What follows belongs to an exercise in optimizing a design on an open flow for small area and a short achievable clock period; a production flow would make more cautious choices. In this exercise RTL edits were held to simulation tests only and were not proved equivalent to the original. The clock input has no modelled driver; a real chip could not lean on it and would need a root buffer or a full tree. Power is estimated from default activity; no workload was simulated.

==> run A <==
Design SPI_Wrapper, start of the top module:
module SPI_Wrapper(MISO, MOSI, SS_n, rst_n, clk);
input MOSI, SS_n, clk, rst_n;
output MISO;
wire [9:0] rxdata;
wire [7:0] txdata;
wire rx_valid,tx_valid;
SPI_RAM #(256,8) R (rxdata, txdata, rx_valid, tx_valid , clk, rst_n);
SPI_SLAVE  S (MOSI,MISO,SS_n,clk,rst_n,rxdata,rx_valid, txdata, tx_valid);
endmodule
==> module SPI_RAM, before the edit <==
module SPI_RAM (din, dout ,rx_valid, tx_valid , clk, rst_n);
parameter MEM_DEPTH=256;
parameter ADDR_SIZE=8;
input clk, rst_n, rx_valid;
input [9:0] din;
output  reg tx_valid;
output reg [ADDR_SIZE-1:0] dout;
reg [2:0] ra_j;     
reg [3:0] ra_hi;    
reg [7:0] ra_lo;    
reg [7:0] rdbuf;    
reg       pend;     
reg [2:0] ph;       
reg       slot;     
reg       land;     
reg [7:0] tapreg;   
wire       cmd  = rst_n & rx_valid;
wire [7:0] s6 [0:31];
reg  [7:0] grp [0:3];
reg  [7:0] tap6;
genvar g;
generate
  for (g = 0; g < 32; g = g + 1) begin : rg
    reg [63:0] s;
    wire we = land & ra_hi[g / 8] & ra_lo[g % 8];
    always @(posedge clk)
      s <= {s[55:0], we ? rdbuf : s[63:56]};
    assign s6[g] = s[55:48];
  end
endgenerate
integer h, l;
always @(*) begin
  for (h = 0; h < 4; h = h + 1) begin
    grp[h] = 8'd0;
    for (l = 0; l < 8; l = l + 1)
      grp[h] = grp[h] | ({8{ra_lo[l]}} & s6[h*8 + l]);
  end
  tap6 = 8'd0;
  for (h = 0; h < 4; h = h + 1)
    tap6 = tap6 | ({8{ra_hi[h]}} & grp[h]);
end
always @(posedge clk) begin
  ph     <= ph + 3'd1;
  slot   <= (ph + 3'd1) == ra_j;
  tapreg <= tap6;
end
always @(posedge clk) begin
  if (cmd && ~din[8]) begin
    ra_j  <= din[2:0];
    ra_hi <= 4'b1 << din[7:6];
    ra_lo <= 8'b1 << din[5:3];
  end
end
wire      wr_cmd  = cmd && din[9:8] == 2'b01;
wire      pend_nx = wr_cmd | (pend & ~slot);
always @(posedge clk)
  land <= pend_nx & ((ph + 3'd1) == ra_j);
always @(posedge clk) begin
  if (wr_cmd) begin
    rdbuf <= din[7:0];
    pend  <= 1'b1;
  end
  else if (slot) begin
    if (pend)
      pend <= 1'b0;
    else
      rdbuf <= tapreg;
  end
end
always @(posedge clk or negedge rst_n) begin
	if (~rst_n) begin
		dout<=0;
		tx_valid<=0;
	end
	else if (rx_valid) begin
		if (din[9:8] == 2'b11) begin
		    dout<= rdbuf;
		    tx_valid<=1;
		end
	end
end
endmodule
==> flow/config.mk <==
export PLATFORM = sky130hd
export DESIGN_NAME = SPI_Wrapper
export DESIGN_NICKNAME = SPI_Wrapper
export VERILOG_FILES = /design/flow/design.v
export SDC_FILE = /design/flow/constraint.sdc
export NUM_CORES = 4
export LEC_CHECK = 0
export ABC_AREA = 1
export CAP_MARGIN = 20
export CORE_MARGIN = 2
export CORE_UTILIZATION = 75
export CTS_BUF_LIST = sky130_fd_sc_hd__clkbuf_16
export CTS_CLUSTER_DIAMETER = 70
export CTS_CLUSTER_SIZE = 32
export SETUP_SLACK_MARGIN = 2.35
export SLEW_MARGIN = 20
==> flow/constraint.sdc <==
create_clock -name core_clock -period 4.0 [get_ports {clk}]
set_input_delay 0.8000 -clock core_clock [delete_from_list [all_inputs] [get_ports {clk}]]
set_output_delay 0.8000 -clock core_clock [all_outputs]
set_load 0.01 [all_outputs]
standard.sh (not shown) runs the stock make flow with config.mk's settings and CLKGATE_MAP_FILE= SYNTH_SCRIPT=/design/flow/synth_recipe.tcl, a recipe that flattens the netlist after the stock synthesis.
==> flow/flow/run.sh <==
#!/bin/bash
# The standard layout, with one change after CTS: the levels of the clock
# tree between the clock port and CTS's leaf buffers are replaced by four
# buf_16 buffers that the port drives directly (flow/ctsfix.tcl).
set -euo pipefail
WORK=$(pwd)
R=$WORK/orfs/results/$FLOW_PLATFORM/SPI_Wrapper/base

# 1. standard synthesis, floorplan, placement and CTS
bash standard.sh cts > "$WORK/std_to_cts.log" 2>&1

# 2. rebuild the top of the clock tree
cp "$R/4_cts.odb" "$WORK/4_cts_standard.odb"
FLOW_HOME="$FLOW_HOME" FLOW_PLATFORM="$FLOW_PLATFORM" \
  IN_ODB="$WORK/4_cts_standard.odb" IN_SDC="$R/4_cts.sdc" OUT_ODB="$WORK/4_cts_fixed.odb" \
  NROOT=4 CLK_PORT=clk ROOT_CELL=sky130_fd_sc_hd__buf_16 \
  openroad -no_init -exit "$WORK/flow/ctsfix.tcl" > "$WORK/ctsfix.log" 2>&1
cp "$WORK/4_cts_fixed.odb" "$R/4_cts.odb"
touch "$R/4_cts.odb" "$R/4_cts.sdc"

# 3. the rest of the standard layout
bash standard.sh > "$WORK/std_route_finish.log" 2>&1
==> flow/flow/ctsfix.tcl <==
# Rebuild the top of the clock tree that ORFS's CTS made: the clock port
# drives NROOT clkbuf_16 buffers directly, each placed at the centre of a
# group of CTS's leaf buffers (the buffers that drive flip-flops), which it
# drives.  The leaf level is kept as CTS made it; only the levels between the
# port and the leaves are replaced, so the tree stays balanced and one level
# shallower.
set flow $::env(FLOW_HOME)
set plat $::env(FLOW_PLATFORM)
read_db $::env(IN_ODB)
read_liberty $flow/platforms/$plat/lib/sky130_fd_sc_hd__tt_025C_1v80.lib
read_sdc $::env(IN_SDC)
source $flow/platforms/$plat/setRC.tcl
set_propagated_clock [all_clocks]
estimate_parasitics -placement
puts "before:"
report_clock_latency -digits 3

set NROOT $::env(NROOT)
set block [ord::get_db_block]
set clk [$block findNet $::env(CLK_PORT)]

proc out_net {inst} {
  foreach it [$inst getITerms] { if {[[$it getMTerm] getIoType] eq "OUTPUT"} { return [$it getNet] } }
  return "NULL"
}
proc loads {net} {
  set l {}
  foreach it [$net getITerms] { if {[[$it getMTerm] getIoType] eq "INPUT"} { lappend l $it } }
  return $l
}

# walk the tree.  A leaf is a buffer that drives a flip-flop; any buffers it
# also drives are taken off it and walked in turn.  Upper buffers drive only
# buffers.
set upper {}; set upper_nets {}; set leaves {}; set dummies {}; set moved {}
set front [list $clk]
while {[llength $front]} {
  set next {}
  foreach net $front {
    foreach it [loads $net] {
      set inst [$it getInst]
      if {[[$it getMTerm] getName] eq "CLK"} { continue }
      set on [out_net $inst]
      if {$on eq "NULL"} { lappend dummies $inst; continue }
      set has_ff 0
      foreach l [loads $on] {
        if {[[$l getMTerm] getName] eq "CLK"} { set has_ff 1 }
      }
      if {$has_ff} {
        lappend leaves $it
        # buffers below a leaf: detach them from it and walk them too
        foreach l [loads $on] {
          set li [$l getInst]
          if {[[$l getMTerm] getName] ne "CLK" && [out_net $li] ne "NULL"} { lappend moved $l }
        }
      } else {
        lappend upper $inst; lappend upper_nets $on; lappend next $on
      }
    }
  }
  # buffers that hung below a leaf become leaves or upper buffers themselves
  foreach l $moved {
    set li [$l getInst]
    set on [out_net $li]
    set has_ff 0
    foreach x [loads $on] { if {[[$x getMTerm] getName] eq "CLK"} { set has_ff 1 } }
    if {$has_ff} { lappend leaves $l } else { lappend upper $li; lappend upper_nets $on; lappend next $on }
  }
  set moved {}
  set front $next
}
# dummy loads hanging on the upper nets go with them
set gone_nets [concat [list $clk] $upper_nets]
foreach d $dummies {
  set a [$d findITerm A]
  set n [$a getNet]
  if {$n ne "NULL" && [lsearch -exact $gone_nets $n] >= 0} { $a disconnect; odb::dbInst_destroy $d }
}

# group the leaves: equal-sized sectors by angle around their centre
set sx 0; set sy 0
foreach it $leaves { set loc [[$it getInst] getLocation]; set sx [expr $sx+[lindex $loc 0]]; set sy [expr $sy+[lindex $loc 1]] }
set cx [expr double($sx)/[llength $leaves]]; set cy [expr double($sy)/[llength $leaves]]
set ang {}
set i 0
foreach it $leaves {
  set loc [[$it getInst] getLocation]
  lappend ang [list $i [expr atan2([lindex $loc 1]-$cy, [lindex $loc 0]-$cx)]]
  incr i
}
set ang [lsort -real -index 1 $ang]
set N [llength $leaves]
set asg [lrepeat $N 0]
set k 0
foreach e $ang { lset asg [lindex $e 0] [expr ($k * $NROOT) / $N]; incr k }
set cents {}
for {set k 0} {$k < $NROOT} {incr k} {
  set sx 0; set sy 0; set n 0
  foreach it $leaves a $asg {
    if {$a == $k} { set loc [[$it getInst] getLocation]; set sx [expr $sx+[lindex $loc 0]]; set sy [expr $sy+[lindex $loc 1]]; incr n }
  }
  lappend cents [list [expr $sx/$n] [expr $sy/$n]]
}

# take the old upper tree apart
foreach it $leaves { $it disconnect }
foreach it $moved { }
foreach inst $upper {
  foreach it [$inst getITerms] { if {[$it getNet] ne "NULL" && ![[$it getNet] isSpecial]} { $it disconnect } }
  odb::dbInst_destroy $inst
}
foreach n $upper_nets { odb::dbNet_destroy $n }

# the new top level
set root_cell sky130_fd_sc_hd__clkbuf_16
if {[info exists ::env(ROOT_CELL)]} { set root_cell $::env(ROOT_CELL) }
set master [[ord::get_db] findMaster $root_cell]
for {set k 0} {$k < $NROOT} {incr k} {
  set b [odb::dbInst_create $block $master "clkroot_$k"]
  set c [lindex $cents $k]
  $b setLocation [expr int([lindex $c 0])] [expr int([lindex $c 1])]
  $b setPlacementStatus PLACED
  [$b findITerm A] connect $clk
  set on [odb::dbNet_create $block "clknet_root_$k"]
  $on setSigType CLOCK
  [$b findITerm X] connect $on
  set n 0
  foreach it $leaves a $asg { if {$a == $k} { $it connect $on; incr n } }
  puts "root $k drives $n leaf buffers"
}
if {[info exists ::env(LEAF_CELL)]} {
  set lm [[ord::get_db] findMaster $::env(LEAF_CELL)]
  foreach it $leaves { [$it getInst] swapMaster $lm }
}
detailed_placement
check_placement
estimate_parasitics -placement
puts "after:"
report_clock_latency -digits 3
report_clock_skew -digits 3
set mx 0
foreach p [get_pins -hierarchical */CLK] { foreach k {slew_max_rise slew_max_fall} { set v [get_property $p $k]; if {$v > $mx} {set mx $v} } }
puts "largest clock pin slew (estimate): $mx"
write_db $::env(OUT_ODB)
==> inputs of run E, as changes to run A <==
--- a/flow/design.v
+++ b/flow/design.v
@@ -14,5 +14,5 @@
 reg       slot;     
-reg       land;     
 reg [7:0] tapreg;   
 wire       cmd  = rst_n & rx_valid;
+wire       land = pend & slot;
 wire [7:0] s6 [0:31];
@@ -53,8 +53,4 @@
 end
-wire      wr_cmd  = cmd && din[9:8] == 2'b01;
-wire      pend_nx = wr_cmd | (pend & ~slot);
-always @(posedge clk)
-  land <= pend_nx & ((ph + 3'd1) == ra_j);
 always @(posedge clk) begin
-  if (wr_cmd) begin
+  if (cmd && din[9:8] == 2'b01) begin
     rdbuf <= din[7:0];
--- a/flow/flow/run.sh
+++ b/flow/flow/run.sh
@@ -3,3 +3,3 @@
 # tree between the clock port and CTS's leaf buffers are replaced by four
-# buf_16 buffers that the port drives directly (flow/ctsfix.tcl).
+# clkbuf_16 buffers that the port drives directly (flow/ctsfix.tcl).
 set -euo pipefail
@@ -15,3 +15,3 @@
   IN_ODB="$WORK/4_cts_standard.odb" IN_SDC="$R/4_cts.sdc" OUT_ODB="$WORK/4_cts_fixed.odb" \
-  NROOT=4 CLK_PORT=clk ROOT_CELL=sky130_fd_sc_hd__buf_16 \
+  NROOT=4 CLK_PORT=clk \
   openroad -no_init -exit "$WORK/flow/ctsfix.tcl" > "$WORK/ctsfix.log" 2>&1
--- a/flow/flow/ctsfix.tcl
+++ b/flow/flow/ctsfix.tcl
@@ -114,5 +114,3 @@
 # the new top level
-set root_cell sky130_fd_sc_hd__clkbuf_16
-if {[info exists ::env(ROOT_CELL)]} { set root_cell $::env(ROOT_CELL) }
-set master [[ord::get_db] findMaster $root_cell]
+set master [[ord::get_db] findMaster sky130_fd_sc_hd__clkbuf_16]
 for {set k 0} {$k < $NROOT} {incr k} {
@@ -130,6 +128,2 @@
 }
-if {[info exists ::env(LEAF_CELL)]} {
-  set lm [[ord::get_db] findMaster $::env(LEAF_CELL)]
-  foreach it $leaves { [$it getInst] swapMaster $lm }
-}
 detailed_placement
@@ -140,5 +134,2 @@
 report_clock_skew -digits 3
-set mx 0
-foreach p [get_pins -hierarchical */CLK] { foreach k {slew_max_rise slew_max_fall} { set v [get_property $p $k]; if {$v > $mx} {set mx $v} } }
-puts "largest clock pin slew (estimate): $mx"
 write_db $::env(OUT_ODB)
==> notes <==
Of run A and run E, run A has the higher register-to-register slack (gap 0.07 ns).
Clock power: run A is higher than run E (about 1%).
Against run A, the first-iteration DRC count of run E is smaller by about 17%.
In sequential power, run A and run E hardly differ.
In run A the wire length is larger than in run E, by about 4%.
Of run E and run A, run A has the higher via count (gap about 0.34%, measured against run A).
Against run A, the flip-flop and latch count of run E is lower by 1.
Of run E and run A, run A has the higher clock skew (gap 0.0041 ns).
Hold slack: run E is better than run A (0.0073 ns).
In synthesized cell count, run A and run E hardly differ.
Between run E and run A, the lower maximum frequency is in run E (gap about 1.7%, measured against run A).

static timing again, ports no longer ideal:
The flow's constraints put no driver on any port. The routed layouts listed below were extracted and timed again, unchanged, in two steps. Step 1 (the two cells are an assumption about what drives the block):
set clk [get_ports {clk}]
set_driving_cell -lib_cell sky130_fd_sc_hd__clkbuf_16 $clk
set_driving_cell -lib_cell sky130_fd_sc_hd__buf_2 [delete_from_list [all_inputs] $clk]
Step 2 moves the port delays by t, midway between the first and last clock arrival at a register: inputs arrive t later, outputs are due t later. That takes back most of the time a late clock gives input paths. a / b / c = ideal / step 1 / step 2; a / b = the first two.
| run | shift t [ns] | slack for setup (ns) | worst setup path at the end |
|---|---|---|---|
| run A | 0.625 | 2.251 / 2.101 / 1.998 | input to register |
| run E | 0.633 | 2.221 / 2.092 / 1.864 | input to register |
After both steps setup and hold are still met in every run listed. The setup slack of run E, which loses most, moves by -0.129 ns with the drivers and by -0.357 ns with both steps.
